From an optimization exercise on the open Yosys and OpenROAD flow, aimed at small area and a short achievable clock period; shortcuts taken in it are not production practice. Function was checked by simulation only, so behaviour that the tests miss may differ from the original. No activity file was given, so power comes from the tool's default toggle rates.

==> run.sh <==
#!/bin/bash
# synth_recipe.tcl (not shown) runs the flow's synth.tcl, then flattens the netlist and writes it again
# the make line also repeats each setting of config.mk as NAME=value (left out here)
make -C /OpenROAD-flow-scripts/flow DESIGN_CONFIG=/design/flow/config.mk WORK_HOME=/design/flow/orfs CLKGATE_MAP_FILE= SYNTH_SCRIPT=/design/flow/synth_recipe.tcl finish
==> config.mk <==
export PLATFORM = sky130hd
export DESIGN_NAME = dr_core
export DESIGN_NICKNAME = dr_core
export VERILOG_FILES = /design/flow/design.v
export SDC_FILE = /design/flow/constraint.sdc
export NUM_CORES = 4
export LEC_CHECK = 0
export ABC_CLOCK_PERIOD_IN_PS = 1200
export CAP_MARGIN = 20
export CORE_MARGIN = 2
export CORE_UTILIZATION = 60
export CTS_BUF_LIST = sky130_fd_sc_hd__clkbuf_8
export PLACE_DENSITY = 0.75
export SETUP_SLACK_MARGIN = 1.75
export SLEW_MARGIN = 20
==> constraint.sdc <==
create_clock -name core_clock -period 3.3 [get_ports {clock_480}]
set_input_delay 0.6600 -clock core_clock [delete_from_list [all_inputs] [get_ports {clock_480}]]
set_output_delay 0.6600 -clock core_clock [all_outputs]
set_load 0.01 [all_outputs]
==> design.v <==
module CRD(
    input clock,
    input reset,
    input [4:0] data,
    output reg Z,
    output reg ADD,
    output reg DROP,
    output DROP_w
);
reg [4:0] data_r;
reg [4:0] P;                    
reg [4:0] ph;                   
wire [4:0] flag_w = data ^ {5{data_r[4]}};
wire [4:0] pick = {flag_w[2] & ~flag_w[1] & ~flag_w[0],
                   flag_w[1] & ~flag_w[0],
                   flag_w[0],
                   flag_w[4] & ~flag_w[3] & ~flag_w[2] & ~flag_w[1] & ~flag_w[0],
                   flag_w[3] & ~flag_w[2] & ~flag_w[1] & ~flag_w[0]};
wire [4:0] P_w = (data == data_r) ? P : pick;
wire [4:0] ph_w = (|P) ? P : ph;
wire ADD_w = ph[0] & P[4];
assign DROP_w = ph[4] & P[0];
always @(posedge clock) begin
    if (reset) begin
        data_r <= 5'b0;
        P <= 5'b0;
        ph <= 5'b00001;
        Z <= 1'b0;
        ADD <= 1'b0;
        DROP <= 1'b0;
    end else begin
        data_r <= data;
        P <= P_w;
        ph <= ph_w;
        Z <= ADD_w ^ (|(data_r & ph_w));
        ADD <= ADD_w;
        DROP <= DROP_w;
    end
end
endmodule
module ad_fifo #(parameter N = 41)
(
    input  Clock, Reset,
    input  Z, Add, Drop, DropNext,
    output reg Underflow, Overflow, Data
);
localparam M = N / 2;           
reg [N-1:2] e_q, f_q;           
reg [N-1:1] d_q;
reg a1, z1;                     
reg [N-1:0] h;                  
reg T;                          
reg go;                         
wire [N-1:0] d = {d_q, Drop};
wire [N-1:0] e = {e_q, a1 | (Add & d_q[1]), Add};
wire [N-1:0] f = {f_q, d_q[1] ? Z : z1, ~Drop & Z};
wire [N-1:0] hs = (h & ~d) | ({1'b0, h[N-1:1]} & {1'b0, d[N-1:1]});
wire [N-1:0] h_n = (T | ~go) ? {h[N-2:0], 1'b0} : hs;
wire T_n = go & ~T & (|(h & e));
wire data_n = T ? ~Data & ~Overflow : go & (|(h & f));
wire under_n = go & ~T & hs[0] & ~Add & DropNext;
wire over_n = ~T & h[N-1] & e[N-1] & ~d[N-1];
always @(posedge Clock) begin
    e_q <= e[N-2:1];
    f_q <= f[N-2:1];
    a1 <= Add;
    z1 <= Z;
    d_q <= {d_q[N-2:1], Drop};
    if (Reset) begin
        h <= {{(N-1){1'b0}}, 1'b1};
        T <= 1'b0;
        go <= 1'b0;
        Data <= 1'b0;
        Underflow <= 1'b0;
        Overflow <= 1'b0;
    end else begin
        h <= h_n;
        T <= T_n;
        go <= go | h[M-1];
        Data <= data_n;
        Underflow <= under_n;
        Overflow <= over_n;
    end
end
endmodule
module dr_core
(
    input        clock_480,
    input        reset,
    input  [4:0] data_in,
    output       data_out,
    output       underflow,
    output       overflow
);
wire z_crd, add_crd, drop_crd, drop_next;
CRD crd(
    .clock(clock_480),
    .reset(reset),
    .data(data_in),
    .Z(z_crd),
    .ADD(add_crd),
    .DROP(drop_crd),
    .DROP_w(drop_next)
);
ad_fifo #(.N(41)) fifo
(
    .Clock(clock_480),
    .Reset(reset),
    .Z(z_crd),
    .Add(add_crd),
    .Drop(drop_crd),
    .DropNext(drop_next),
    .Underflow(underflow),
    .Overflow(overflow),
    .Data(data_out)
);
endmodule
==> results.py, run 1 <==
metrics = {
    "outcome": {
        "outcome": "timing/DRC/antenna clean",
    },
    "clock_network": {
        "clk_pin_slew_ps": 90,
        "clockRootBuffer": "clkbuf_8",
        "htreeDepth": 4,
        "numClockSinks": 184,
        "clkLatencyLatePin_ps": 430,
        "cts_buffers": 17,
        "cts_tree": "yes",
        "hold_buffers": 0,
        "clk_path_buf_depth": 2,
    },
    "synthesis": {
        "yosys.area_share.adder": 0,
        "yosys_warnings": 2,
        "postSynthCellCount": 499,
        "synthMuxAreaShare": 0.00661,
        "synth_top_area_frac": 0.671,
        "seq_area_frac_synth": 0.671,
        "synthXorXnorAreaFrac": 0.00957,
        "synth_area_um2": 5490,
        "synth.most_common_cell": "dfxtp_1",
        "syn_nets": 506,
        "synth_top_family_by_area": "compound AO/OA/AOI/OAI gates",
        "synth_ff_type": "dfxtp_1",
        "synth_edf_count": 0,
        "synth.area.top_cells": "dfxtp_1, a221oi_1, nor3_1",
        "synth-simple-area-share": 0.121,
        "synth_cell_type_count": 41,
        "synth_compound_area_frac": 0.145,
        "synth_common_cells": "dfxtp_1, nor2_1, a221oi_1",
        "synth_top_cell_by_area": "dfxtp_1",
        "ys_ff_latch": 184,
        "avgSynthCellArea_um2": 11.0,
        "async_flop_share": 0,
    },
    "cells_and_area": {
        "nNetsFinal": 522,
        "multiInputGateArea_um2": 1720,
        "regArea_um2": 3750,
        "stdcell_area_um2": 6330,
        "area_growth_syn_to_layout_pct": 15.2,
        "drive_gt1_frac": 0.202,
        "fill_cells": 609,
        "antennaDiodeCount": 0,
    },
    "global_routing": {
        "grt_max_degree": 46,
        "antenna_found_initial": 0,
        "grt_pass1_wl_um": 19100,
        "grt_pass1_vias": 3627,
        "track_usage": 0.252,
        "grt-ovfl-total": 0,
    },
    "routing": {
        "avgRoutedWirePerCell_um": 18.5,
        "drt-initial-drc-count": 198,
        "num_vias": 3768,
        "drt_first_pass_iters": 4,
        "drcViolationCount": 0,
        "ant_nets": 0,
        "vias_per_cell": 5.94,
        "wl_um": 11700,
    },
    "sta": {
        "setup_viol": 0,
        "tightestPinTransition_ps": 525,
        "fmaxAchievable_mhz": 620,
        "holdWs_ps": 344,
        "hold_viol": 0,
        "fin_tns_setup_ps": 0,
        "fin_skew_ps": 11.8,
        "max_slew_margin": 0.650,
        "drv_slew": 0,
        "rsz0062_at_grt": "yes",
        "min_period_ps": 1610,
        "finalCritPeriodShare": 0.489,
    },
    "power": {
        "ir_drop_uv": 585,
        "p_leak_uw": 0.00231,
        "powerDensity_nw_per_um2": 670,
    },
    "placement": {
        "gp_congestion": 0.856,
        "port_buffers": 9,
        "placed_area_um2": 5660,
        "dp_hpwl_um": 7850,
    },
    "floorplanning": {
        "initial_core_util": 0.623,
        "ioPinCount": 10,
        "core-area_um2": 8810,
        "die_area_um2": 9930,
        "dieWidth_um": 99.7,
        "placementRows": 34,
        "die_h_um": 99.7,
    },
    "hold_path": {
        "holdCritPathClass": "reg -> reg",
    },
    "worst_setup_path": {
        "max_stage_delay_ps": 540,
        "critPathSlowestCell": "or4_1",
        "path_class": "reg -> reg",
        "path_max_fanout": 5,
        "arrival_ps": 1910,
        "crit_path_end_kind": "flip-flop",
        "rrSetupSlack_ps": 1690,
        "cp_cell_sequence": "a22oi_2 -> nand4_1 -> or4_1 -> o21ai_2 -> a21oi_2",
        "cp.required_ps": 3600,
        "startpoint_type": "flip-flop",
    },
    "flow_run": {
        "drv.max_cap_violation_count": 0,
    },
}
[critical path: cells and delay by family (launching register included)]
family	cells	cell delay (ps)
simple gates	2	650
compound gates	3	450
flops	1	380
[sequential cells by signal, summed over array words and instances, names as in the netlist, 5 cells and up]
signal,cells
crd.P,5
fifo.d_q,40
fifo.e_q,39
fifo.f_q,39
crd.ph,5
fifo.h,41
crd.data_r,5
[through the flow]
stage / utilization / setup WS (ps) / cells / total power [uW]
final: 0.719 / 1690 / 634 / 4240
after global routing: 0.719 / 1630 / 634 / 4410
after CTS: 0.699 / 1660 / 632 / 4240
after detailed placement: 0.643 / 1140 / 599 / 2740
after global placement: 0.643 / 1150 / 599 / 2730
after floorplan: - / 1730 / 499 / 2640
[final cells by class]
class,instances,area share
sequential,184,0.593
inverter,48,0.0285
timing repair buffer,17,0.0216
clock buffer,18,0.0392
clock inverter,12,0.0241
tap,108,0.0214
multi-input combinational,247,0.272
[worst paths after layout]
path	from	to	depth (start not counted)
hold reg to reg	fifo.e_q[18]$_DFF_P_	fifo.e_q[19]$_DFF_P_	0
hold / removal	fifo.e_q[18]$_DFF_P_	fifo.e_q[19]$_DFF_P_	0
setup / recovery	fifo.h[12]$_SDFF_PP0_	fifo.Data$_SDFF_PP0_	5
setup reg to reg	fifo.h[12]$_SDFF_PP0_	fifo.Data$_SDFF_PP0_	5
[metal layers]
layer	track usage	vias to the layer above	part of all wire
li1	-	1818	-
met1	0.358	1855	0.48
met2	0.384	80	0.47
met3	0.0632	15	0.047
met4	0.0748	0	0.012
met5	0	-	0
[where the power goes]
group	internal, uW	total, uW	switching (uW)
logic	114	242	128
registers	2350	2490	144
clock network	762	1500	743
[cells by family (layout without fill, tap and decap cells)]
kind of cell           after synthesis  count (layout)
XOR/XNOR                             6               6
AO/OA/AOI/OAI                       99              99
flip-flops                         184             184
buffers and inverters               68              95
multiplexers                         3               3
AND/OR/NAND/NOR                    139             139
[repair_timing]
action	CTS	global route
setup buffers	3	2
gates resized for setup	54	43
pin swaps	11	17
endpoints found under the setup margin	51	11
[cells in the final DEF (no fill, tap or decap), drive strengths merged, types with 2 or more instances in the layout]
cell / n
dfxtp: 184
nor2: 56
inv: 50
a221oi: 49
nor3: 44
clkbuf: 19
a22oi: 17
buf: 12
nand2: 11
a22o: 10
nand4: 7
clkinv: 7
a21oi: 5
nor2b: 5
a31oi: 4
xor2: 3
bufinv: 3
dlygate4sd2: 3
nor4: 3
xnor2: 3
o21ai: 3
a21o: 2
a211oi: 2
nand3b: 2
mux2: 2
nand3: 2
nand2b: 2
o22ai: 2
==> run 2, diff against run 1 <==
--- a/config.mk
+++ b/config.mk
@@ -5,11 +5,13 @@
 export SDC_FILE = /design/flow/constraint.sdc
 export NUM_CORES = 4
 export LEC_CHECK = 0
-export ABC_CLOCK_PERIOD_IN_PS = 1200
+export ABC_AREA = 1
 export CAP_MARGIN = 20
 export CORE_MARGIN = 2
 export CORE_UTILIZATION = 60
 export CTS_BUF_LIST = sky130_fd_sc_hd__clkbuf_8
+export CTS_CLUSTER_DIAMETER = 80
+export CTS_CLUSTER_SIZE = 24
 export PLACE_DENSITY = 0.75
 export SETUP_SLACK_MARGIN = 1.75
 export SLEW_MARGIN = 20
==> results.py, run 2 <==
metrics = {
    "outcome": {
        "outcome": "timing/DRC/antenna clean",
    },
    "routing": {
        "drcViolationCount": 0,
        "routed-wl-met2_um": 5830,
        "ant_nets": 0,
        "drt-met1-wl_um": 5370,
        "drt-initial-drc-count": 161,
        "wl_um": 12200,
        "drt_first_pass_iters": 5,
        "num_vias": 3975,
        "wl_met3_um": 676,
        "vias_per_cell": 5.36,
        "routed.top_layer": "met4",
        "avgRoutedWirePerCell_um": 16.5,
    },
    "worst_setup_path": {
        "path_max_fanout": 2,
        "arrival_ps": 880,
        "path_class": "reg -> out",
        "startpoint_type": "flip-flop",
        "critPathSlowestCell": "dfxtp_2",
        "cp_cell_sequence": "buf_6",
        "r2r_start": "fifo.go$_SDFF_PP0_",
        "crit_buf_inv": 1,
        "max_stage_delay_ps": 340,
        "crit_path_end_kind": "output port",
        "startpoint": "fifo.Data$_SDFF_PP0_",
        "cp.required_ps": 2640,
        "crit_family": "flip-flops",
    },
    "synthesis": {
        "synth_ff_type": "dfxtp_1",
        "async_flop_share": 0,
        "synth_top_area_frac": 0.643,
        "ys_ff_latch": 184,
        "synth_cell_type_count": 29,
        "postSynthCellCount": 578,
        "synth_common_cells": "dfxtp_1, nand2_1, inv_1",
        "synth_edf_count": 0,
        "synth_area_um2": 5720,
        "avgSynthCellArea_um2": 9.90,
        "seq_area_frac_synth": 0.643,
        "syn_nets": 585,
        "yosys_warnings": 2,
        "synth.most_common_cell": "dfxtp_1",
        "synth.area.top_cells": "dfxtp_1, a22oi_1, nand2_1",
        "synth_top_cell_by_area": "dfxtp_1",
    },
    "sta": {
        "finalCritPeriodShare": 0.466,
        "hold_viol": 0,
        "rsz0062_at_grt": "yes",
        "max_slew_margin": 0.662,
        "fin_ws_ps": 1760,
        "setup_viol": 0,
        "drv_slew": 0,
        "min_period_ps": 1540,
        "tightestPinTransition_ps": 506,
        "fin_tns_setup_ps": 0,
        "fmaxAchievable_mhz": 650,
        "fin_skew_ps": 11.8,
    },
    "hold_path": {
        "min_from": "fifo.f_q[37]$_DFF_P_",
        "holdCritPathClass": "reg -> reg",
    },
    "clock_network": {
        "clkLatencyLatePin_ps": 440,
        "htreeDepth": 4,
        "numClockSinks": 184,
        "hold_buffers": 0,
        "clockRootBuffer": "clkbuf_8",
        "clk_pin_slew_ps": 100,
        "clk_path_buf_depth": 2,
        "cts_buffers": 17,
        "cts_tree": "yes",
    },
    "global_routing": {
        "track_usage": 0.235,
        "grt-ovfl-total": 0,
        "grt_max_degree": 43,
        "grt_pass1_wl_um": 18400,
        "antenna_found_initial": 0,
        "grt_pass1_vias": 3750,
    },
    "cells_and_area": {
        "largest-register": "fifo.h",
        "fin_cells": 742,
        "fill_cells": 698,
        "largest_reg_flops": 41,
        "antennaDiodeCount": 0,
        "regArea_um2": 3690,
        "nNetsFinal": 608,
        "reg_top3": "fifo.h: 41 flops, fifo.d_q: 40 flops",
        "area_growth_syn_to_layout_pct": 13.8,
        "drive_gt1_frac": 0.101,
        "multiInputGateArea_um2": 1740,
        "final_common_cell": "dfxtp_1",
        "stdcell_area_um2": 6520,
        "layout_common_cells": "dfxtp_1, nand2_1, inv_1",
    },
    "floorplanning": {
        "die_area_um2": 10300,
        "core-area_um2": 9240,
        "dieWidth_um": 102,
        "placementRows": 35,
        "ioPinCount": 10,
        "die_h_um": 102,
        "initial_core_util": 0.619,
    },
    "power": {
        "ir_drop_uv": 443,
        "p_leak_uw": 0.00260,
        "powerDensity_nw_per_um2": 666,
    },
    "placement": {
        "post-place-ws_ps": 1190,
        "gp_congestion": 0.863,
        "port_buffers": 9,
        "placed_area_um2": 5920,
        "dp_hpwl_um": 7650,
        "dp.cells": 704,
    },
    "flow_run": {
        "drv.max_cap_violation_count": 0,
    },
}
run 2: changes by cell type in the layout (fill, tap and decap cells not counted), moves of 30 or more:
cell	change
a21oi_1	+45
a221oi_1	-47
a22oi_1	+33
dfxtp_1	+30
nand2_1	+65
nor3_1	-40
o21ai_0	+39
run 2: cells by family after synthesis:
kind of cell,count (synthesis),share of synthesized area
xor gates and xnor gates,8,0.0149
buffers and inverters,81,0.0575
AOI/OAI and AO/OA,157,0.170
and+or+nand+nor,148,0.114
DFF,184,0.643
run 2: final timing paths:
check | end | slack, ps | cells after the start
worst max-delay path | data_out | 1760 | 1
worst min-delay path | fifo.f_q[38]$_DFF_P_ | 350 | 0
worst max register to register | fifo.Underflow$_SDFF_PP0_ | 1850 | 5
worst min register to register | fifo.f_q[38]$_DFF_P_ | 350 | 0
run 2: per-layer routing:
layer  track usage  vias up
met3        0.0559       23
met5             0        -
met4        0.0977        0
li1              -     1986
met2         0.373      116
met1         0.308     1850
run 2: metrics by stage:
stage	power, uW	hold WS [ps]	util
global placement	2780	332	0.641
global route	4500	355	0.705
floorplan	2700	331	-
CTS	4320	350	0.688
detailed placement	2800	336	0.641
finish	4340	346	0.705
run 2: where the power goes:
part           switching [uW]  leakage (uW)  total (uW)  internal [uW]
clock                     782      0.000194        1550            773
combinational             155      0.000902         272            117
sequential                136       0.00150        2510           2380
run 2: area by class of cell:
type | instances | share of cell area
Inverter | 66 | 0.0386
Sequential cell | 184 | 0.566
Clock inverter | 13 | 0.0263
Timing Repair Buffer | 17 | 0.0398
Tap cell | 129 | 0.0248
Clock buffer | 18 | 0.0380
Multi-Input combinational cell | 315 | 0.267
run 2: repair_timing:
item | in CTS | in global routing
cloned | 2 | 4
endpoints found under the setup margin | 48 | 48
setup buffers | 0 | 1
gates resized for setup | 17 | 16
pin swaps | 1 | 4
==> run 3, diff against run 2 <==
--- a/config.mk
+++ b/config.mk
@@ -10,8 +10,6 @@
 export CORE_MARGIN = 2
 export CORE_UTILIZATION = 60
 export CTS_BUF_LIST = sky130_fd_sc_hd__clkbuf_8
-export CTS_CLUSTER_DIAMETER = 80
-export CTS_CLUSTER_SIZE = 24
 export PLACE_DENSITY = 0.75
-export SETUP_SLACK_MARGIN = 1.75
+export SETUP_SLACK_MARGIN = 1.5
 export SLEW_MARGIN = 20
==> results.py, run 3 <==
metrics = {
    "global_routing": {
        "grt_max_degree": 43,
        "grt-ovfl-total": 0,
        "track_usage": 0.227,
        "grt_pass1_wl_um": 17800,
        "antenna_found_initial": 0,
        "grt_pass1_vias": 3714,
    },
    "cells_and_area": {
        "area_growth_syn_to_layout_pct": 10.8,
        "reg_top3": "fifo.h: 41 flops, fifo.d_q: 40 flops",
        "fin_util": 0.687,
        "antennaDiodeCount": 0,
        "drive_gt1_frac": 0.0807,
        "largest-register": "fifo.h",
        "nNetsFinal": 602,
        "layout_common_cells": "dfxtp_1, nand2_1, inv_1",
        "final_common_cell": "dfxtp_1",
        "largest_reg_flops": 41,
        "stdcell_area_um2": 6340,
    },
    "floorplanning": {
        "placementRows": 35,
        "ioPinCount": 10,
        "die_h_um": 102,
        "core-area_um2": 9240,
        "die_area_um2": 10300,
        "dieWidth_um": 102,
        "initial_core_util": 0.619,
    },
    "synthesis": {
        "seq_area_frac_synth": 0.643,
        "avgSynthCellArea_um2": 9.90,
        "synth_area_um2": 5720,
        "ys_ff_latch": 184,
        "synth_edf_count": 0,
        "synth_cell_type_count": 29,
        "syn_nets": 585,
        "synth_common_cells": "dfxtp_1, nand2_1, inv_1",
        "synth_top_cell_by_area": "dfxtp_1",
        "postSynthCellCount": 578,
        "synth_top_area_frac": 0.643,
        "synth.most_common_cell": "dfxtp_1",
        "synth_ff_type": "dfxtp_1",
        "async_flop_share": 0,
        "yosys_warnings": 2,
        "synth.area.top_cells": "dfxtp_1, a22oi_1, nand2_1",
    },
    "worst_setup_path": {
        "startpoint": "fifo.Overflow$_SDFF_PP0_",
        "critPathSlowestCell": "dfxtp_1",
        "path_max_fanout": 2,
        "startpoint_type": "flip-flop",
        "crit_family": "flip-flops",
        "crit_path_end_kind": "output port",
        "cp_cell_sequence": "dlygate4sd2_1",
        "path_class": "reg -> out",
        "cp.required_ps": 2640,
        "arrival_ps": 1030,
        "max_stage_delay_ps": 330,
        "crit_buf_inv": 1,
        "r2r_start": "fifo.go$_SDFF_PP0_",
    },
    "clock_network": {
        "cts_buffers": 17,
        "clk_path_buf_depth": 2,
        "hold_buffers": 0,
        "cts_tree": "yes",
        "clkLatencyLatePin_ps": 440,
        "clockRootBuffer": "clkbuf_8",
        "clk_pin_slew_ps": 90,
        "htreeDepth": 4,
        "numClockSinks": 184,
        "cts_setup_buffers": 0,
    },
    "routing": {
        "avgRoutedWirePerCell_um": 15.2,
        "wl_met3_um": 460,
        "routed-wl-met2_um": 5270,
        "ant_nets": 0,
        "wl_um": 11200,
        "drt-met1-wl_um": 5210,
        "vias_per_cell": 5.25,
        "num_vias": 3861,
        "routed.top_layer": "met4",
        "drt-initial-drc-count": 134,
        "drt_first_pass_iters": 5,
        "drcViolationCount": 0,
    },
    "placement": {
        "gp_congestion": 0.863,
        "dp_hpwl_um": 7650,
        "placed_area_um2": 5920,
        "post-place-ws_ps": 1190,
        "port_buffers": 9,
    },
    "outcome": {
        "outcome": "timing/DRC/antenna clean",
    },
    "power": {
        "powerDensity_nw_per_um2": 678,
        "p_leak_uw": 0.00249,
        "ir_drop_uv": 442,
    },
    "sta": {
        "rsz0062_at_grt": "no",
        "fin_skew_ps": 10.3,
        "tightestPinTransition_ps": 892,
        "holdWs_ps": 348,
        "setup_viol": 0,
        "fin_tns_setup_ps": 0,
        "min_period_ps": 1690,
        "fin_ws_ps": 1610,
        "fmaxAchievable_mhz": 593,
        "max_slew_margin": 0.404,
        "finalCritPeriodShare": 0.511,
        "drv_slew": 0,
        "hold_viol": 0,
    },
    "hold_path": {
        "holdCritPathClass": "reg -> reg",
        "min_from": "fifo.f_q[23]$_DFF_P_",
    },
    "flow_run": {
        "drv.max_cap_violation_count": 0,
    },
}
-- run 3: cell counts after synthesis --
Identical to the previous run, type by type.
-- run 3: final timing paths --
check | endpoint | slack [ps] | cells after the start
worst min register to register | fifo.f_q[24]$_DFF_P_ | 350 | 0
worst max register to register | fifo.h[21]$_SDFF_PP0_ | 1710 | 5
worst max-delay path | overflow | 1610 | 1
worst min-delay path | fifo.f_q[24]$_DFF_P_ | 350 | 0
-- run 3: metrics by stage --
step,std cells,total power [uW]
4_1_cts,735,4310
2_1_floorplan,578,2700
6_report,736,4300
5_1_grt,736,4470
3_3_place_gp,704,2780
3_5_place_dp,704,2800
-- run 3: worst register-to-register path: cells and delay by family, from the launching register on --
kind / cells / cell delay, ps
buffers and inverters: 2 / 520
and+or+nand+nor: 1 / 410
DFF: 1 / 320
AOI/OAI and AO/OA: 2 / 270
-- run 3: timing repair --
item                       in CTS  in global routing
setup endpoints to repair       3                 24
pin swaps                       0                  1
resized for setup               3                  0
gates cloned                    0                  1
-- run 3: cells by family after synthesis --
family                 synth area share
flip-flops                        0.643
AO/OA/AOI/OAI                     0.170
XOR/XNOR                         0.0149
buffers and inverters            0.0575
AND/OR/NAND/NOR                   0.114
-- run 3: layer usage --
metal  global-route usage  up-vias
met3               0.0552       18
met5                    0        -
met1                0.299     1803
li1                     -     1969
met4               0.0956        0
met2                0.358       71
-- run 3: power by group --
group	switching (uW)	leakage, uW	internal (uW)
sequential	134	0.00150	2380
clock	776	0.000194	773
combinational	142	0.000799	101
total	1050	0.00249	3250
-- run 3: area by class of cell --
cell class	count	area, um^2
sequential	184	3680
fill	712	2900
multi-input combinational	314	1720
clock buffer	18	248
inverter	66	248
clock inverter	13	171
tap	129	161
timing repair buffer	12	109
==> run 4, diff against run 3 <==
--- a/config.mk
+++ b/config.mk
@@ -11,5 +11,5 @@
 export CORE_UTILIZATION = 60
 export CTS_BUF_LIST = sky130_fd_sc_hd__clkbuf_8
 export PLACE_DENSITY = 0.75
-export SETUP_SLACK_MARGIN = 1.5
+export SETUP_SLACK_MARGIN = 1.75
 export SLEW_MARGIN = 20
==> results.py, run 4 <==
metrics = {
    "routing": {
        "avgRoutedWirePerCell_um": 16.5,
        "drt-initial-drc-count": 161,
        "wl_um": 12200,
        "drt_first_pass_iters": 5,
        "vias_per_cell": 5.36,
        "num_vias": 3975,
        "drcViolationCount": 0,
        "ant_nets": 0,
    },
    "flow_run": {
        "drv.max_cap_violation_count": 0,
    },
    "placement": {
        "dp_hpwl_um": 7650,
        "port_buffers": 9,
        "gp_congestion": 0.863,
    },
    "synthesis": {
        "synth.most_common_cell": "dfxtp_1",
        "synth_cell_type_count": 29,
        "yosys_warnings": 2,
        "synth_ff_type": "dfxtp_1",
        "synth_top_cell_by_area": "dfxtp_1",
        "async_flop_share": 0,
        "seq_area_frac_synth": 0.643,
        "syn_nets": 585,
        "synth_area_um2": 5720,
        "ys_ff_latch": 184,
        "synth_edf_count": 0,
        "avgSynthCellArea_um2": 9.90,
        "synth_top_area_frac": 0.643,
        "synth_common_cells": "dfxtp_1, nand2_1, inv_1",
        "postSynthCellCount": 578,
        "synth.area.top_cells": "dfxtp_1, a22oi_1, nand2_1",
    },
    "sta": {
        "hold_viol": 0,
        "min_period_ps": 1540,
        "max_slew_margin": 0.662,
        "tightestPinTransition_ps": 506,
        "fin_tns_setup_ps": 0,
        "drv_slew": 0,
        "rsz0062_at_grt": "yes",
        "setup_viol": 0,
        "fin_skew_ps": 11.8,
        "holdWs_ps": 346,
        "finalCritPeriodShare": 0.466,
        "fmaxAchievable_mhz": 650,
    },
    "clock_network": {
        "numClockSinks": 184,
        "clkLatencyLatePin_ps": 440,
        "clockRootBuffer": "clkbuf_8",
        "clk_pin_slew_ps": 100,
        "hold_buffers": 0,
        "cts_buffers": 17,
        "htreeDepth": 4,
        "cts_tree": "yes",
        "clk_path_buf_depth": 2,
    },
    "floorplanning": {
        "ioPinCount": 10,
        "core-area_um2": 9240,
        "placementRows": 35,
        "initial_core_util": 0.619,
        "dieWidth_um": 102,
        "die_h_um": 102,
        "die_area_um2": 10300,
    },
    "worst_setup_path": {
        "crit_family": "flip-flops",
        "arrival_ps": 880,
        "path_class": "reg -> out",
        "cp_cell_sequence": "buf_6",
        "critPathSlowestCell": "dfxtp_2",
        "max_stage_delay_ps": 340,
        "path_max_fanout": 2,
        "crit_path_end_kind": "output port",
        "crit_buf_inv": 1,
        "cp.required_ps": 2640,
        "startpoint_type": "flip-flop",
    },
    "power": {
        "p_leak_uw": 0.00260,
        "ir_drop_uv": 443,
        "powerDensity_nw_per_um2": 666,
    },
    "cells_and_area": {
        "nNetsFinal": 608,
        "regArea_um2": 3690,
        "antennaDiodeCount": 0,
        "largest_reg_flops": 41,
        "reg_top3": "fifo.h: 41 flops, fifo.d_q: 40 flops",
        "fill_cells": 698,
        "area_growth_syn_to_layout_pct": 13.8,
        "largest-register": "fifo.h",
        "final_common_cell": "dfxtp_1",
        "multiInputGateArea_um2": 1740,
        "fin_util": 0.705,
        "drive_gt1_frac": 0.101,
        "layout_common_cells": "dfxtp_1, nand2_1, inv_1",
    },
    "global_routing": {
        "antenna_found_initial": 0,
        "grt_pass1_vias": 3750,
        "grt-ovfl-total": 0,
        "grt_max_degree": 43,
        "grt_pass1_wl_um": 18400,
        "track_usage": 0.235,
    },
    "outcome": {
        "outcome": "timing/DRC/antenna clean",
    },
    "hold_path": {
        "holdCritPathClass": "reg -> reg",
    },
}
-- run 4: cell type report --
type / count / share of cell area
Clock inverter: 13 / 0.0263
Tap cell: 129 / 0.0248
Timing Repair Buffer: 17 / 0.0398
Inverter: 66 / 0.0386
Clock buffer: 18 / 0.0380
Multi-Input combinational cell: 315 / 0.267
Sequential cell: 184 / 0.566
-- run 4: kinds of logic (layout without fill, tap and decap cells) --
logic type / after synthesis / after routing / synth area share
compound gates: 157 / 157 / 0.170
xor+xnor: 8 / 8 / 0.0149
buf+inv: 81 / 114 / 0.0575
flops: 184 / 184 / 0.643
simple gates: 148 / 150 / 0.114
-- run 4: path summary, 6_finish.rpt --
check | startpoint | end | slack (ps) | cells after the start
worst max-delay path | fifo.Data$_SDFF_PP0_ | data_out | 1760 | 1
worst max register to register | fifo.go$_SDFF_PP0_ | fifo.Underflow$_SDFF_PP0_ | 1850 | 5
worst min register to register | fifo.f_q[37]$_DFF_P_ | fifo.f_q[38]$_DFF_P_ | 350 | 0
worst min-delay path | fifo.f_q[37]$_DFF_P_ | fifo.f_q[38]$_DFF_P_ | 350 | 0
-- run 4: per-layer routing --
metal	vias up	part of all wire	track usage
met5	-	0	0
met2	116	0.48	0.373
li1	1986	-	-
met4	0	0.029	0.0977
met1	1850	0.44	0.308
met3	23	0.055	0.0559
-- run 4: stage by stage --
step,power [uW],cell area [um^2],std cells,setup WS [ps]
after CTS,4320,6350,737,1730
after global routing,4500,6520,742,1720
final,4340,6520,742,1760
after global placement,2780,5920,704,1230
after floorplan,2700,5720,578,1940
after detailed placement,2800,5920,704,1190
-- run 4: worst register-to-register path, cell delays in order (launching register included) --
cell and delay [ps]:
dfxtp_1 320, inv_1 150, nor2_4 320, inv_1 180, a21oi_1 200, and3b_1 220
-- run 4: timing repair --
action / 4_1_cts / 5_1_grt
pin swaps: 1 / 4
cloned: 2 / 4
setup endpoints to repair: 48 / 48
resized for setup: 17 / 16
buffers inserted: 0 / 1
-- run 4: where the power goes --
part	internal [uW]	switching (uW)
Clock	773	782
Sequential	2380	136
Combinational	117	155
==> run 5, diff against run 4 <==
--- a/design.v
+++ b/design.v
@@ -8,31 +8,32 @@
     output DROP_w
 );
 reg [4:0] data_r;
-reg [4:0] P;                    
-reg [4:0] ph;                   
+reg [4:0] Q;
+reg p0, p4;
 wire [4:0] flag_w = data ^ {5{data_r[4]}};
 wire [4:0] pick = {flag_w[2] & ~flag_w[1] & ~flag_w[0],
                    flag_w[1] & ~flag_w[0],
                    flag_w[0],
                    flag_w[4] & ~flag_w[3] & ~flag_w[2] & ~flag_w[1] & ~flag_w[0],
                    flag_w[3] & ~flag_w[2] & ~flag_w[1] & ~flag_w[0]};
-wire [4:0] P_w = (data == data_r) ? P : pick;
-wire [4:0] ph_w = (|P) ? P : ph;
-wire ADD_w = ph[0] & P[4];
-assign DROP_w = ph[4] & P[0];
+wire [4:0] Q_w = ((data != data_r) && (|pick)) ? pick : Q;
+wire ADD_w = p0 & Q[4];
+assign DROP_w = p4 & Q[0];
 always @(posedge clock) begin
     if (reset) begin
         data_r <= 5'b0;
-        P <= 5'b0;
-        ph <= 5'b00001;
+        Q <= 5'b00001;
+        p0 <= 1'b1;
+        p4 <= 1'b0;
         Z <= 1'b0;
         ADD <= 1'b0;
         DROP <= 1'b0;
     end else begin
         data_r <= data;
-        P <= P_w;
-        ph <= ph_w;
-        Z <= ADD_w ^ (|(data_r & ph_w));
+        Q <= Q_w;
+        p0 <= Q[0];
+        p4 <= Q[4];
+        Z <= ADD_w ^ (|(data_r & Q));
         ADD <= ADD_w;
         DROP <= DROP_w;
     end
==> results.py, run 5 <==
metrics = {
    "cells_and_area": {
        "reg_top3": "fifo.h: 41 flops, fifo.d_q: 40 flops",
        "drive_gt1_frac": 0.0885,
        "final_common_cell": "dfxtp_1",
        "nNetsFinal": 650,
        "largest-register": "fifo.h",
        "area_growth_syn_to_layout_pct": 12.0,
        "layout_common_cells": "dfxtp_1, nand2_1, inv_1",
        "stdcell_area_um2": 6350,
        "largest_reg_flops": 41,
        "antennaDiodeCount": 0,
    },
    "worst_setup_path": {
        "rrSetupSlack_ps": 1890,
        "path_max_fanout": 2,
        "crit_path_end_kind": "output port",
        "path_class": "reg -> out",
        "critPathSlowestCell": "dfxtp_2",
        "cp.required_ps": 2640,
        "r2r_start": "crd.data_r[4]$_SDFF_PP0_",
        "cp_cell_sequence": "buf_6",
        "crit_family": "flip-flops",
        "rr_endpoint": "crd.Q[4]$_SDFFE_PP0P_",
        "ff2ff_path_depth": 9,
        "startpoint_type": "flip-flop",
        "arrival_ps": 890,
        "max_stage_delay_ps": 330,
        "crit_buf_inv": 1,
    },
    "outcome": {
        "outcome": "timing/DRC/antenna clean",
    },
    "clock_network": {
        "htreeDepth": 4,
        "cts_tree": "yes",
        "clkLatencyLatePin_ps": 450,
        "clk_path_buf_depth": 2,
        "numClockSinks": 181,
        "clockRootBuffer": "clkbuf_8",
        "cts_buffers": 17,
        "cts_setup_buffers": 0,
        "clk_pin_slew_ps": 90,
    },
    "placement": {
        "post-place-ws_ps": 1130,
        "placed_area_um2": 5840,
        "dp_hpwl_um": 7460,
        "gp_congestion": 0.830,
        "port_buffers": 9,
    },
    "power": {
        "powerDensity_nw_per_um2": 669,
        "ir_drop_uv": 469,
        "p_leak_uw": 0.00269,
    },
    "routing": {
        "wl_um": 11400,
        "drcViolationCount": 0,
        "drt-initial-drc-count": 198,
        "ant_nets": 0,
        "drt_first_pass_iters": 4,
        "vias_per_cell": 5.29,
        "avgRoutedWirePerCell_um": 14.8,
        "num_vias": 4051,
    },
    "global_routing": {
        "busiest_layer": "met2",
        "grtUsageMet2": 0.374,
        "use_met1": 0.292,
        "grt_max_degree": 79,
        "track_usage": 0.231,
        "grtUsageMet3": 0.0738,
        "grt_pass1_vias": 3882,
        "grt_pass1_wl_um": 18100,
        "grt-ovfl-total": 0,
        "antenna_found_initial": 0,
    },
    "synthesis": {
        "synth.most_common_cell": "dfxtp_1",
        "avgSynthCellArea_um2": 9.06,
        "async_flop_share": 0,
        "synth_top_area_frac": 0.639,
        "syn_nets": 633,
        "synth_common_cells": "dfxtp_1, nand2_1, inv_1",
        "synth_cell_type_count": 30,
        "synth_top_cell_by_area": "dfxtp_1",
        "synth_ff_type": "dfxtp_1",
        "synth_area_um2": 5670,
        "synth.area.top_cells": "dfxtp_1, nand2_1, a22oi_1",
        "yosys_warnings": 2,
        "seq_area_frac_synth": 0.639,
        "synth_edf_count": 0,
        "ys_ff_latch": 181,
        "postSynthCellCount": 626,
    },
    "sta": {
        "finalCritPeriodShare": 0.469,
        "fmaxAchievable_mhz": 647,
        "min_period_ps": 1550,
        "rsz0062_at_grt": "yes",
        "max_slew_margin": 0.721,
        "fin_ws_ps": 1750,
        "fin_tns_setup_ps": 0,
        "drv_slew": 0,
        "fin_skew_ps": 11.5,
        "hold_viol": 0,
        "tightestPinTransition_ps": 415,
        "setup_viol": 0,
    },
    "hold_path": {
        "min_to": "fifo.f_q[34]$_DFF_P_",
        "whs_path_depth": 0,
        "min_from": "fifo.f_q[33]$_DFF_P_",
        "holdCritPathClass": "reg -> reg",
    },
    "floorplanning": {
        "die_h_um": 101,
        "dieWidth_um": 101,
        "die_area_um2": 10200,
        "initial_core_util": 0.617,
        "core-area_um2": 9200,
        "ioPinCount": 10,
        "placementRows": 35,
    },
    "flow_run": {
        "drv.max_cap_violation_count": 0,
    },
}
[run 5: worst max-delay path by stage]
stage,start,endpoint,slack [ps],cells after the start
after floorplan,data_in[0],crd.Q[0]$_SDFFE_PP1P_,1880,9
after global placement,reset,fifo.h[20]$_SDFF_PP0_,1160,6
after detailed placement,reset,fifo.h[20]$_SDFF_PP0_,1130,6
after CTS,fifo.Data$_SDFF_PP0_,data_out,1710,1
after global routing,fifo.Overflow$_SDFF_PP0_,overflow,1700,1
final,fifo.Overflow$_SDFF_PP0_,overflow,1750,1
[run 5: routing by layer]
layer | wire length (um) | share of wire | vias to the layer above
met5 | 0 | 0 | -
met4 | 184 | 0.016 | 0
met3 | 596 | 0.052 | 16
met2 | 5550 | 0.49 | 81
met1 | 5040 | 0.44 | 1896
li1 | - | - | 2058
[run 5: where the power goes]
| part | switching [uW] | internal (uW) | total [uW] |
|---|---|---|---|
| Combinational | 124 | 84.9 | 209 |
| Sequential | 102 | 2300 | 2400 |
| Clock | 753 | 885 | 1640 |
| Total | 980 | 3270 | 4250 |
[run 5: timing repair]
action / CTS / global route
gates cloned: 0 / 1
pin swaps: 0 / 1
gates resized for setup: 24 / 7
hold buffers: 0 / 0
endpoints found under the setup margin: 49 / 35
[run 5: area by class of cell]
cell class / instances / area (um^2)
timing repair buffer: 12 / 146
clock buffer: 20 / 275
clock inverter: 11 / 171
multi-input combinational: 368 / 1740
tap: 111 / 139
sequential: 181 / 3630
fill: 741 / 2850
inverter: 63 / 249
[run 5: cells by family after synthesis]
| kind of cell | Yosys count | share of synthesized area |
|---|---|---|
| flip-flops | 181 | 0.639 |
| AO/OA/AOI/OAI | 127 | 0.130 |
| buffers and inverters | 77 | 0.0547 |
| AND/OR/NAND/NOR | 240 | 0.174 |
| XOR/XNOR | 1 | 0.00287 |
[run 5: through the flow]
stage | util | power [uW] | hold slack [ps] | std cells
6_report | 0.690 | 4250 | 346 | 766
5_1_grt | 0.690 | 4420 | 345 | 766
4_1_cts | 0.685 | 4270 | 347 | 765
3_5_place_dp | 0.636 | 2650 | 335 | 734
3_3_place_gp | 0.636 | 2640 | 332 | 734
2_1_floorplan | - | 2570 | 331 | 626
==> run 6, diff against run 5 <==
--- a/config.mk
+++ b/config.mk
@@ -5,7 +5,6 @@
 export SDC_FILE = /design/flow/constraint.sdc
 export NUM_CORES = 4
 export LEC_CHECK = 0
-export ABC_AREA = 1
 export CAP_MARGIN = 20
 export CORE_MARGIN = 2
 export CORE_UTILIZATION = 60
==> results.py, run 6 <==
metrics = {
    "floorplanning": {
        "dieWidth_um": 99.4,
        "die_area_um2": 9870,
        "ioPinCount": 10,
        "core-area_um2": 8760,
        "initial_core_util": 0.623,
        "die_h_um": 99.4,
        "placementRows": 34,
    },
    "worst_setup_path": {
        "path_class": "in -> reg",
        "cp.required_ps": 3620,
        "crit_path_end_kind": "flip-flop",
        "startpoint_type": "primary input",
        "arrival_ps": 2140,
        "path_max_fanout": 8,
    },
    "sta": {
        "setup_viol": 0,
        "fin_skew_ps": 11.3,
        "hold_viol": 0,
        "fin_tns_setup_ps": 0,
        "min_period_ps": 1820,
        "fin_ws_ps": 1480,
        "rsz0062_at_grt": "yes",
        "finalCritPeriodShare": 0.551,
        "tightestPinTransition_ps": 679,
        "max_slew_margin": 0.547,
        "fmaxAchievable_mhz": 550,
        "drv_slew": 0,
    },
    "routing": {
        "routed-wl-met2_um": 5650,
        "ant_nets": 0,
        "avgRoutedWirePerCell_um": 18.3,
        "vias_per_cell": 5.88,
        "drt-initial-drc-count": 186,
        "routed.top_layer": "met4",
        "wl_met3_um": 595,
        "drcViolationCount": 0,
        "num_vias": 3772,
        "wl_um": 11700,
        "drt_first_pass_iters": 5,
        "drt-met1-wl_um": 5280,
    },
    "cells_and_area": {
        "drive_gt1_frac": 0.238,
        "area_growth_syn_to_layout_pct": 16.7,
        "antennaDiodeCount": 0,
        "final_common_cell": "dfxtp_1",
        "stdcell_area_um2": 6370,
        "layout_common_cells": "dfxtp_1, nor2_1, inv_1, nor3_1, a221oi_1",
        "nNetsFinal": 527,
        "reg_top3": "fifo.h: 41 flops, fifo.d_q: 40 flops",
        "largest-register": "fifo.h",
        "fin_cells": 641,
        "largest_reg_flops": 41,
    },
    "placement": {
        "gp_congestion": 0.865,
        "placed_area_um2": 5610,
        "dp_hpwl_um": 7720,
        "port_buffers": 9,
        "post-place-ws_ps": 606,
        "dp.cells": 593,
    },
    "synthesis": {
        "synth.area.top_cells": "dfxtp_1, a221oi_1, nor3_1",
        "synth_edf_count": 0,
        "seq_area_frac_synth": 0.664,
        "synth_common_cells": "dfxtp_1, nor2_1, a221oi_1",
        "avgSynthCellArea_um2": 11.0,
        "synth_top_cell_by_area": "dfxtp_1",
        "synth_area_um2": 5460,
        "postSynthCellCount": 494,
        "synth_cell_type_count": 44,
        "synth.most_common_cell": "dfxtp_1",
        "synth_top_area_frac": 0.664,
        "syn_nets": 501,
        "ys_ff_latch": 181,
        "async_flop_share": 0,
        "yosys_warnings": 2,
        "synth_ff_type": "dfxtp_1",
    },
    "clock_network": {
        "htreeDepth": 4,
        "clk_pin_slew_ps": 90,
        "clk_path_buf_depth": 2,
        "clockRootBuffer": "clkbuf_8",
        "hold_buffers": 0,
        "numClockSinks": 181,
        "cts_buffers": 17,
        "cts_tree": "yes",
        "clkLatencyLatePin_ps": 440,
    },
    "power": {
        "p_leak_uw": 0.00236,
        "ir_drop_uv": 357,
        "powerDensity_nw_per_um2": 651,
    },
    "global_routing": {
        "grt_max_degree": 61,
        "grt_pass1_wl_um": 18600,
        "grt_pass1_vias": 3578,
        "grt-ovfl-total": 0,
        "track_usage": 0.246,
        "antenna_found_initial": 0,
    },
    "hold_path": {
        "holdCritPathClass": "reg -> reg",
    },
    "flow_run": {
        "drv.max_cap_violation_count": 0,
    },
    "outcome": {
        "outcome": "timing/DRC/antenna clean",
    },
}
[run 6: cell families (layout without fill, tap and decap cells)]
logic type             count (synthesis)  after routing  synth area share
buffers and inverters                 63            102            0.0466
XOR/XNOR                               6              6           0.00963
flip-flops                           181            181             0.664
multiplexers                           3              3           0.00665
AND/OR/NAND/NOR                      141            141             0.123
AO/OA/AOI/OAI                        100            100             0.150
[run 6: critical path: stages]
cell	delay [ps]
buf_6	110
or4_4	570
a21boi_2	180
o21ba_4	170
or2_4	140
mux2_4	300
[run 6: power by group]
group          total [uW]  switching (uW)  internal [uW]  leakage (uW)
clock                1480             778            701      0.000200
sequential           2420             123           2290       0.00149
combinational         248             129            119      0.000667
[run 6: per-stage QoR]
step           power, uW  hold slack, ps   util
2_1_floorplan       2570             323      -
3_3_place_gp        2640             331  0.640
3_5_place_dp        2650             336  0.640
4_1_cts             4130             346  0.711
5_1_grt             4300             347  0.727
6_report            4140             344  0.727
[run 6: routing by layer]
metal | track usage | vias up
li1 | - | 1818
met1 | 0.343 | 1855
met3 | 0.0541 | 15
met5 | 0 | -
met2 | 0.387 | 84
met4 | 0.0717 | 0
[run 6: timing repair]
action / 4_1_cts / 5_1_grt
cloned: 0 / 0
pin swaps: 13 / 7
buffers inserted: 9 / 7
setup endpoints to repair: 35 / 10
gates resized for setup: 93 / 16
hold endpoints to repair: 0 / 0
[run 6: path summary, 6_finish.rpt]
check,cells after the start,startpoint,endpoint,slack [ps]
worst min register to register,0,fifo.e_q[24]$_DFF_P_,fifo.e_q[25]$_DFF_P_,340
worst min-delay path,0,fifo.e_q[24]$_DFF_P_,fifo.e_q[25]$_DFF_P_,340
worst max-delay path,6,data_in[1],crd.Q[3]$_SDFFE_PP0P_,1480
worst max register to register,5,crd.data_r[4]$_SDFF_PP0_,crd.Q[3]$_SDFFE_PP0P_,1490
[run 6: layout make-up]
class                      count  area [um^2]
clock inverter                14          151
inverter                      42          158
multi-input combinational    250         1760
clock buffer                  18          248
tap                          108          135
timing repair buffer          28          231
sequential                   181         3680
fill                         612         2400
==> run 7, diff against run 6 <==
--- a/config.mk
+++ b/config.mk
@@ -5,10 +5,11 @@
 export SDC_FILE = /design/flow/constraint.sdc
 export NUM_CORES = 4
 export LEC_CHECK = 0
+export ABC_AREA = 1
 export CAP_MARGIN = 20
 export CORE_MARGIN = 2
-export CORE_UTILIZATION = 60
+export CORE_UTILIZATION = 70
 export CTS_BUF_LIST = sky130_fd_sc_hd__clkbuf_8
-export PLACE_DENSITY = 0.75
+export PLACE_DENSITY = 0.85
 export SETUP_SLACK_MARGIN = 1.75
 export SLEW_MARGIN = 20
==> results.py, run 7 <==
metrics = {
    "cells_and_area": {
        "largest-register": "fifo.h",
        "antennaDiodeCount": 0,
        "area_growth_syn_to_layout_pct": 12.0,
        "drive_gt1_frac": 0.103,
        "largest_reg_flops": 41,
        "nNetsFinal": 656,
        "reg_top3": "fifo.h: 41 flops, fifo.d_q: 40 flops",
        "final_common_cell": "dfxtp_1",
        "layout_common_cells": "dfxtp_1, nand2_1, inv_1",
        "multiInputGateArea_um2": 1760,
        "fin_util": 0.813,
        "regArea_um2": 3630,
        "fill_cells": 444,
    },
    "power": {
        "ir_drop_uv": 493,
        "finalPower_uw": 4120,
        "powerDensity_nw_per_um2": 649,
        "p_leak_uw": 0.00269,
    },
    "sta": {
        "rsz0062_at_grt": "yes",
        "drv_slew": 0,
        "finalCritPeriodShare": 0.468,
        "fin_skew_ps": 12.7,
        "hold_viol": 0,
        "min_period_ps": 1550,
        "setup_viol": 0,
        "fin_tns_setup_ps": 0,
        "fmaxAchievable_mhz": 647,
        "tightestPinTransition_ps": 353,
        "max_slew_margin": 0.765,
    },
    "clock_network": {
        "clkLatencyLatePin_ps": 440,
        "numClockSinks": 181,
        "clockRootBuffer": "clkbuf_8",
        "htreeDepth": 4,
        "cts_tree": "yes",
        "hold_buffers": 0,
        "cts_buffers": 17,
        "clk_path_buf_depth": 2,
        "clk_pin_slew_ps": 90,
    },
    "global_routing": {
        "grt_pass1_vias": 4219,
        "grtUsageMet3": 0.0610,
        "use_met1": 0.349,
        "grtUsageMet2": 0.487,
        "track_usage": 0.287,
        "grt-ovfl-total": 0,
        "antenna_found_initial": 0,
        "grt_max_degree": 79,
        "grt_pass1_wl_um": 19300,
        "busiest_layer": "met2",
    },
    "synthesis": {
        "synth_edf_count": 0,
        "synth_cell_type_count": 30,
        "synth.area.top_cells": "dfxtp_1, nand2_1, a22oi_1",
        "yosys_warnings": 2,
        "postSynthCellCount": 626,
        "synth_top_cell_by_area": "dfxtp_1",
        "synth_ff_type": "dfxtp_1",
        "avgSynthCellArea_um2": 9.06,
        "synth_area_um2": 5670,
        "seq_area_frac_synth": 0.639,
        "ys_ff_latch": 181,
        "synth_top_area_frac": 0.639,
        "async_flop_share": 0,
        "synth_common_cells": "dfxtp_1, nand2_1, inv_1",
        "syn_nets": 633,
        "synth.most_common_cell": "dfxtp_1",
    },
    "worst_setup_path": {
        "arrival_ps": 890,
        "rr_endpoint": "crd.Q[3]$_SDFFE_PP0P_",
        "max_stage_delay_ps": 340,
        "ff2ff_path_depth": 8,
        "r2r_start": "crd.data_r[4]$_SDFF_PP0_",
        "startpoint_type": "flip-flop",
        "crit_buf_inv": 1,
        "crit_path_end_kind": "output port",
        "path_max_fanout": 2,
        "crit_family": "flip-flops",
        "path_class": "reg -> out",
        "cp.required_ps": 2640,
        "cp_cell_sequence": "buf_6",
        "rrSetupSlack_ps": 1950,
        "critPathSlowestCell": "dfxtp_2",
    },
    "hold_path": {
        "min_from": "fifo.e_q[11]$_DFF_P_",
        "min_to": "fifo.e_q[12]$_DFF_P_",
        "holdCritPathClass": "reg -> reg",
        "whs_path_depth": 0,
    },
    "floorplanning": {
        "die_area_um2": 8840,
        "ioPinCount": 10,
        "core-area_um2": 7810,
        "dieWidth_um": 94.0,
        "placementRows": 32,
        "die_h_um": 94.0,
        "initial_core_util": 0.726,
    },
    "placement": {
        "gp_congestion": 0.950,
        "dp_hpwl_um": 7740,
        "port_buffers": 9,
    },
    "routing": {
        "drt_first_pass_iters": 5,
        "vias_per_cell": 5.58,
        "avgRoutedWirePerCell_um": 15.7,
        "wl_um": 12000,
        "num_vias": 4264,
        "drt-initial-drc-count": 192,
        "drcViolationCount": 0,
        "ant_nets": 0,
    },
    "flow_run": {
        "drv.max_cap_violation_count": 0,
    },
    "outcome": {
        "outcome": "timing/DRC/antenna clean",
    },
}
==> run 7: cell count changes after synthesis, sizes merged, moves of 10 or more <==
cell / change
a221oi: -49
a22o: -10
nor2: -12
nand3: +15
inv: +20
nand2: +157
o21ai: +37
nor3: -41
a21oi: +40
a22oi: +19
==> run 7: kinds of logic after synthesis <==
kind of cell | Yosys count | share of synthesized area
AO/OA/AOI/OAI | 127 | 0.130
AND/OR/NAND/NOR | 240 | 0.174
flip-flops | 181 | 0.639
XOR/XNOR | 1 | 0.00287
buffers and inverters | 77 | 0.0547
==> run 7: power by group <==
part           switching, uW  internal (uW)
clock                    774            723
combinational            133           88.9
sequential               106           2300
==> run 7: worst max path at each step <==
stage	from	end	slack [ps]	cells after the start
detailed placement	reset	fifo.h[23]$_SDFF_PP0_	1130	6
CTS	fifo.Data$_SDFF_PP0_	data_out	1740	1
global placement	reset	fifo.h[20]$_SDFF_PP0_	1220	6
global route	fifo.Data$_SDFF_PP0_	data_out	1710	1
floorplan	data_in[0]	crd.Q[0]$_SDFFE_PP1P_	1880	9
finish	fifo.Data$_SDFF_PP0_	data_out	1750	1
==> run 7: metal layers <==
| layer | vias to the layer above | part of all wire |
|---|---|---|
| met1 | 2029 | 0.41 |
| met4 | 0 | 0.028 |
| met5 | - | 0 |
| li1 | 2077 | - |
| met3 | 31 | 0.050 |
| met2 | 127 | 0.51 |
==> run 7: through the flow <==
stage | setup WS [ps] | std cells | hold WS [ps] | instance area (um^2)
floorplan | 1880 | 626 | 331 | 5670
global placement | 1220 | 725 | 334 | 5830
detailed placement | 1130 | 725 | 335 | 5830
CTS | 1740 | 761 | 348 | 6280
global route | 1710 | 764 | 347 | 6350
finish | 1750 | 764 | 345 | 6350
==> run 7: what timing repair did <==
item / 4_1_cts / 5_1_grt
buffers inserted: 4 / 3
gates resized for setup: 25 / 11
pin swaps: 2 / 1
hold endpoints to repair: 0 / 0
endpoints found under the setup margin: 49 / 48
==> run 7: final cells by class <==
class,instances,share of cell area
timing repair buffer,18,0.0278
tap,102,0.0201
inverter,63,0.0390
clock inverter,13,0.0231
clock buffer,19,0.0412
multi-input combinational,368,0.277
sequential,181,0.571
==> run 8, diff against run 7 <==
==> flow/run.sh (new file) <==
#!/bin/bash
# The standard layout, with clock tree synthesis told not to add dummy load
# cells for balancing (they are cell area that drives nothing).
set -euo pipefail
CTS="-sink_clustering_enable -repair_clock_nets -buf_list sky130_fd_sc_hd__clkbuf_8 -dont_use_dummy_load"
bash standard.sh finish "CTS_ARGS=$CTS" > standard.log 2>&1
==> standard.sh (new file) <==
#!/bin/bash
# synth_recipe.tcl (not shown) runs the flow's synth.tcl, then flattens the netlist and writes it again
# the make line also repeats each setting of config.mk as NAME=value (left out here)
make -C /OpenROAD-flow-scripts/flow DESIGN_CONFIG=/design/flow/config.mk WORK_HOME=/design/flow/orfs CLKGATE_MAP_FILE= SYNTH_SCRIPT=/design/flow/synth_recipe.tcl "${@:-finish}"
--- a/config.mk
+++ b/config.mk
@@ -8,8 +8,8 @@
 export ABC_AREA = 1
 export CAP_MARGIN = 20
 export CORE_MARGIN = 2
-export CORE_UTILIZATION = 70
+export CORE_UTILIZATION = 60
 export CTS_BUF_LIST = sky130_fd_sc_hd__clkbuf_8
-export PLACE_DENSITY = 0.85
+export PLACE_DENSITY = 0.75
 export SETUP_SLACK_MARGIN = 1.75
 export SLEW_MARGIN = 20
removed: run.sh
==> results.py, run 8 <==
metrics = {
    "synthesis": {
        "async_flop_share": 0,
        "synth_top_cell_by_area": "dfxtp_1",
        "synth.area.top_cells": "dfxtp_1, nand2_1, a22oi_1",
        "synth_common_cells": "dfxtp_1, nand2_1, inv_1",
        "synth_top_area_frac": 0.639,
        "synth_edf_count": 0,
        "synth_cell_type_count": 30,
        "synth_ff_type": "dfxtp_1",
        "synth_area_um2": 5670,
        "yosys_warnings": 2,
        "ys_ff_latch": 181,
        "syn_nets": 633,
        "postSynthCellCount": 626,
        "seq_area_frac_synth": 0.639,
        "synth.most_common_cell": "dfxtp_1",
        "avgSynthCellArea_um2": 9.06,
    },
    "cells_and_area": {
        "largest-register": "fifo.h",
        "drive_gt1_frac": 0.0732,
        "largest_reg_flops": 41,
        "antennaDiodeCount": 0,
        "nNetsFinal": 651,
        "fill_cells": 775,
        "reg_top3": "fifo.h: 41 flops, fifo.d_q: 40 flops",
        "final_common_cell": "dfxtp_1",
        "area_growth_syn_to_layout_pct": 8.14,
        "layout_common_cells": "dfxtp_1, nand2_1, inv_1",
    },
    "global_routing": {
        "antenna_found_initial": 0,
        "grt_pass1_wl_um": 18100,
        "track_usage": 0.226,
        "grt_pass1_vias": 3871,
        "grt_max_degree": 79,
        "grt-ovfl-total": 0,
    },
    "sta": {
        "setup_viol": 0,
        "fin_skew_ps": 21.9,
        "finalCritPeriodShare": 0.464,
        "fin_ws_ps": 1770,
        "fin_tns_setup_ps": 0,
        "max_slew_margin": 0.737,
        "drv_slew": 0,
        "min_period_ps": 1530,
        "hold_viol": 0,
        "tightestPinTransition_ps": 391,
        "rsz0062_at_grt": "yes",
        "fmaxAchievable_mhz": 653,
    },
    "worst_setup_path": {
        "max_stage_delay_ps": 330,
        "crit_path_end_kind": "output port",
        "crit_family": "flip-flops",
        "path_max_fanout": 2,
        "critPathSlowestCell": "dfxtp_2",
        "cp.required_ps": 2640,
        "ff2ff_path_depth": 9,
        "r2r_start": "crd.data_r[4]$_SDFF_PP0_",
        "rr_endpoint": "crd.Q[4]$_SDFFE_PP0P_",
        "cp_cell_sequence": "buf_6",
        "arrival_ps": 870,
        "crit_buf_inv": 1,
        "rrSetupSlack_ps": 1970,
        "startpoint_type": "flip-flop",
        "path_class": "reg -> out",
    },
    "routing": {
        "avgRoutedWirePerCell_um": 14.4,
        "drt_first_pass_iters": 4,
        "vias_per_cell": 5.27,
        "ant_nets": 0,
        "drt-initial-drc-count": 205,
        "wl_um": 10800,
        "drcViolationCount": 0,
        "num_vias": 3971,
    },
    "hold_path": {
        "holdCritPathClass": "reg -> reg",
        "whs_path_depth": 0,
        "min_to": "fifo.f_q[6]$_DFF_P_",
        "min_from": "fifo.f_q[5]$_DFF_P_",
    },
    "floorplanning": {
        "placementRows": 35,
        "ioPinCount": 10,
        "die_area_um2": 10200,
        "core-area_um2": 9200,
        "initial_core_util": 0.617,
        "die_h_um": 101,
        "dieWidth_um": 101,
    },
    "power": {
        "p_leak_uw": 0.00257,
        "ir_drop_uv": 426,
        "powerDensity_nw_per_um2": 603,
    },
    "clock_network": {
        "clockRootBuffer": "clkbuf_8",
        "cts_tree": "yes",
        "hold_buffers": 0,
        "clk_path_buf_depth": 2,
        "htreeDepth": 4,
        "numClockSinks": 181,
        "cts_buffers": 17,
        "clkLatencyLatePin_ps": 430,
        "clk_pin_slew_ps": 80,
    },
    "flow_run": {
        "drv.max_cap_violation_count": 0,
    },
    "placement": {
        "port_buffers": 9,
        "gp_congestion": 0.830,
        "dp_hpwl_um": 7460,
        "post-place-ws_ps": 1130,
    },
    "outcome": {
        "outcome": "timing/DRC/antenna clean",
    },
}
run 8: cell counts after synthesis:
No cell type changed its count.
run 8: metal layers:
layer	track usage	wire, um	vias to the layer above
met3	0.0697	396	10
met5	0	0	-
li1	-	-	2039
met4	0.0541	111	0
met2	0.374	5310	56
met1	0.293	4990	1866
run 8: where the power goes:
part / total [uW] / internal (uW) / switching, uW
Clock: 1090 / 456 / 630
Sequential: 2400 / 2300 / 103
Combinational: 208 / 85.1 / 123
Total: 3700 / 2840 / 856
run 8: timing repair:
action / CTS / global route
setup buffers: 1 / 1
pin swaps: 3 / 0
hold endpoints to repair: 0 / 0
resized for setup: 26 / 7
endpoints found under the setup margin: 49 / 43
run 8: cell families (layout without fill, tap and decap cells):
family / after synthesis / in the layout / share of synthesized area
buffers and inverters: 77 / 93 / 0.0547
and+or+nand+nor: 240 / 240 / 0.174
DFF: 181 / 181 / 0.639
xor gates and xnor gates: 1 / 1 / 0.00287
AOI/OAI and AO/OA: 127 / 127 / 0.130
run 8: how the worst max path moves through the flow:
stage / start / to / slack, ps / depth (start not counted)
finish: fifo.Overflow$_SDFF_PP0_ / overflow / 1770 / 1
global placement: reset / fifo.h[20]$_SDFF_PP0_ / 1160 / 6
detailed placement: reset / fifo.h[20]$_SDFF_PP0_ / 1130 / 6
floorplan: data_in[0] / crd.Q[0]$_SDFFE_PP1P_ / 1880 / 9
global route: fifo.Overflow$_SDFF_PP0_ / overflow / 1720 / 1
CTS: fifo.Data$_SDFF_PP0_ / data_out / 1730 / 1
run 8: metrics by stage:
step | total power (uW) | instance area [um^2] | hold WS (ps) | util | instances
after floorplan | 2570 | 5670 | 331 | - | 626
after global placement | 2640 | 5840 | 332 | 0.636 | 734
after detailed placement | 2650 | 5840 | 335 | 0.636 | 734
after CTS | 3720 | 6090 | 330 | 0.663 | 752
after global routing | 3860 | 6130 | 326 | 0.667 | 753
final | 3700 | 6130 | 330 | 0.667 | 753
run 8: layout make-up:
cell class                      instances  area, um^2  share of cell area
Clock buffer                           17         234              0.0381
Inverter                               63         248              0.0404
Multi-Input combinational cell        368        1760               0.286
Sequential cell                       181        3630               0.591
Tap cell                              111         139              0.0226
Timing Repair Buffer                   13         129              0.0210
==> run 9, diff against run 8 <==
==> flow/run.sh (replaced) <==
#!/bin/bash
# The standard layout, with clock tree synthesis told not to add dummy load
# cells for balancing (they are cell area that drives nothing) and to use a
# stronger buffer at the root of the tree.
set -euo pipefail
CTS="-sink_clustering_enable -repair_clock_nets -buf_list sky130_fd_sc_hd__clkbuf_8 -root_buf sky130_fd_sc_hd__clkbuf_16 -dont_use_dummy_load"
bash standard.sh finish "CTS_ARGS=$CTS" > standard.log 2>&1
==> results.py, run 9 <==
metrics = {
    "outcome": {
        "outcome": "timing/DRC/antenna clean",
    },
    "sta": {
        "min_period_ps": 1490,
        "finalCritPeriodShare": 0.453,
        "drv_slew": 0,
        "fin_tns_setup_ps": 0,
        "rsz0062_at_grt": "no",
        "fmaxAchievable_mhz": 669,
        "setup_viol": 0,
        "fin_skew_ps": 19.8,
        "max_slew_margin": 0.732,
        "tightestPinTransition_ps": 398,
        "hold_viol": 0,
        "holdWs_ps": 333,
        "fin_ws_ps": 1810,
    },
    "clock_network": {
        "clk_pin_slew_ps": 80,
        "clockRootBuffer": "clkbuf_16",
        "clkLatencyLatePin_ps": 370,
        "cts_tree": "yes",
        "htreeDepth": 4,
        "hold_buffers": 0,
        "clk_path_buf_depth": 2,
        "cts_buffers": 17,
        "numClockSinks": 181,
    },
    "floorplanning": {
        "placementRows": 35,
        "die_h_um": 101,
        "core-area_um2": 9200,
        "initial_core_util": 0.617,
        "dieWidth_um": 101,
        "die_area_um2": 10200,
        "ioPinCount": 10,
    },
    "routing": {
        "drcViolationCount": 0,
        "drt-met1-wl_um": 5120,
        "wl_um": 11200,
        "routed.top_layer": "met4",
        "drt-initial-drc-count": 229,
        "avgRoutedWirePerCell_um": 14.9,
        "routed-wl-met2_um": 5370,
        "vias_per_cell": 5.41,
        "wl_met3_um": 567,
        "drt_first_pass_iters": 4,
        "num_vias": 4085,
        "ant_nets": 0,
    },
    "cells_and_area": {
        "fill_cells": 759,
        "fin_util": 0.672,
        "reg_top3": "fifo.h: 41 flops, fifo.d_q: 40 flops",
        "area_growth_syn_to_layout_pct": 8.98,
        "nNetsFinal": 653,
        "final_common_cell": "dfxtp_1",
        "antennaDiodeCount": 0,
        "drive_gt1_frac": 0.0745,
        "stdcell_area_um2": 6180,
        "largest_reg_flops": 41,
        "largest-register": "fifo.h",
        "layout_common_cells": "dfxtp_1, nand2_1, inv_1",
    },
    "global_routing": {
        "track_usage": 0.227,
        "grt-ovfl-total": 0,
        "grt_max_degree": 79,
        "grt_pass1_vias": 3877,
        "antenna_found_initial": 0,
        "grt_pass1_wl_um": 18100,
    },
    "synthesis": {
        "synth_top_cell_by_area": "dfxtp_1",
        "synth_common_cells": "dfxtp_1, nand2_1, inv_1",
        "synth.most_common_cell": "dfxtp_1",
        "synth_top_area_frac": 0.639,
        "avgSynthCellArea_um2": 9.06,
        "synth_area_um2": 5670,
        "seq_area_frac_synth": 0.639,
        "async_flop_share": 0,
        "synthXorXnorAreaFrac": 0.00287,
        "postSynthCellCount": 626,
        "synthMuxAreaShare": 0,
        "synth_cell_type_count": 30,
        "synth_top_family_by_area": "simple AND/OR/NAND/NOR gates",
        "synth_ff_type": "dfxtp_1",
        "syn_nets": 633,
        "synth_compound_area_frac": 0.130,
        "ys_ff_latch": 181,
        "yosys.area_share.adder": 0,
        "synth.area.top_cells": "dfxtp_1, nand2_1, a22oi_1",
        "synth-simple-area-share": 0.174,
        "yosys_warnings": 2,
        "synth_edf_count": 0,
    },
    "placement": {
        "gp_congestion": 0.830,
        "port_buffers": 9,
        "placed_area_um2": 5840,
        "post-place-ws_ps": 1130,
        "dp_hpwl_um": 7460,
    },
    "worst_setup_path": {
        "max_stage_delay_ps": 340,
        "crit_path_end_kind": "output port",
        "startpoint_type": "flip-flop",
        "crit_buf_inv": 1,
        "path_max_fanout": 2,
        "crit_family": "flip-flops",
        "critPathSlowestCell": "dfxtp_1",
        "cp.required_ps": 2640,
        "rrSetupSlack_ps": 1940,
        "arrival_ps": 830,
        "path_class": "reg -> out",
        "cp_cell_sequence": "clkbuf_2",
    },
    "flow_run": {
        "drv.max_cap_violation_count": 0,
    },
    "power": {
        "ir_drop_uv": 426,
        "powerDensity_nw_per_um2": 605,
        "p_leak_uw": 0.00260,
    },
    "hold_path": {
        "holdCritPathClass": "reg -> reg",
    },
}
==> run 9: kinds of logic (layout without fill, tap and decap cells) <==
logic type	after synthesis	after routing
buf+inv	77	94
compound gates	127	127
xor+xnor	1	2
simple gates	240	240
flops	181	181
==> run 9: where the power goes <==
group	leakage, uW	internal [uW]	switching [uW]
logic	0.00100	89.2	129
registers	0.00147	2300	103
clock network	0.000127	488	633
==> run 9: metal layers <==
metal  vias up  global-route usage
met1      1916               0.291
met4         0              0.0686
met2       102               0.373
met3        17              0.0663
met5         -                   0
li1       2050                   -
==> run 9: repair_timing <==
item,CTS,global route
resized for setup,25,7
pin swaps,3,2
endpoints found under the setup margin,49,8
buffers inserted,2,0
gates cloned,0,2
==> run 9: path summary, 6_finish.rpt <==
| path | start | end | depth (start not counted) |
|---|---|---|---|
| min | fifo.f_q[5]$_DFF_P_ | fifo.f_q[6]$_DFF_P_ | 0 |
| max reg2reg | crd.data_r[4]$_SDFF_PP0_ | crd.Q[4]$_SDFFE_PP0P_ | 9 |
| max | fifo.Data$_SDFF_PP0_ | data_out | 1 |
| min reg2reg | fifo.f_q[5]$_DFF_P_ | fifo.f_q[6]$_DFF_P_ | 0 |
==> run 9: final cells by class <==
class                      instances  area, um^2  area share
sequential                       181        3630       0.587
multi-input combinational        369        1780       0.288
inverter                          63         249      0.0403
clock buffer                      17         245      0.0397
timing repair buffer              14         144      0.0233
tap                              111         139      0.0225
==> run 9: through the flow <==
step / power [uW] / instances
6_report: 3740 / 755
3_3_place_gp: 2640 / 734
5_1_grt: 3900 / 755
2_1_floorplan: 2570 / 626
3_5_place_dp: 2650 / 734
4_1_cts: 3750 / 753

[re-timing with driven ports]
The results above use ideal ports. As a check the final layouts listed here were re-extracted and re-timed, cells and wires unchanged.
Step 1 (the two cells are an assumption about what drives the block):
set clk [get_ports {clock_480}]
set_driving_cell -lib_cell sky130_fd_sc_hd__clkbuf_16 $clk
set_driving_cell -lib_cell sky130_fd_sc_hd__buf_2 [delete_from_list [all_inputs] $clk]
Step 2 moves the port delays by t, midway between the first and last clock arrival at a register: inputs arrive t later, outputs are due t later. That takes back most of the time a late clock gives input paths.
Slacks: ideal ports / drivers / drivers and shift; pairs: ideal ports / drivers.
run	t (ns)	setup WS [ns]	worst setup path after step 2	slew at the worst register clock pin (ns)	worst data-port slew with drivers (ns)
run 1	0.459	1.688 / 1.688 / 1.383	input to register	0.09 / 0.09	0.03
run 2	0.468	1.761 / 1.725 / 1.415	input to register	0.10 / 0.10	0.03
run 3	0.466	1.614 / 1.579 / 1.166	input to register	0.10 / 0.10	0.03
run 4	0.468	1.761 / 1.725 / 1.415	input to register	0.10 / 0.10	0.03
run 5	0.477	1.753 / 1.720 / 1.365	input to register	0.09 / 0.09	0.03
run 6	0.462	1.483 / 1.482 / 1.020	input to register	0.10 / 0.10	0.04
run 7	0.464	1.755 / 1.724 / 1.393	input to register	0.09 / 0.09	0.03
run 8	0.454	1.769 / 1.736 / 1.442	input to register	0.09 / 0.09	0.03
run 9	0.401	1.805 / 1.764 / 1.464	input to register	0.09 / 0.09	0.03
After both steps setup and hold are still met in every run listed. For run 6, which loses most, drivers alone change the setup slack by -0.001 ns; drivers and shift together by -0.463 ns.
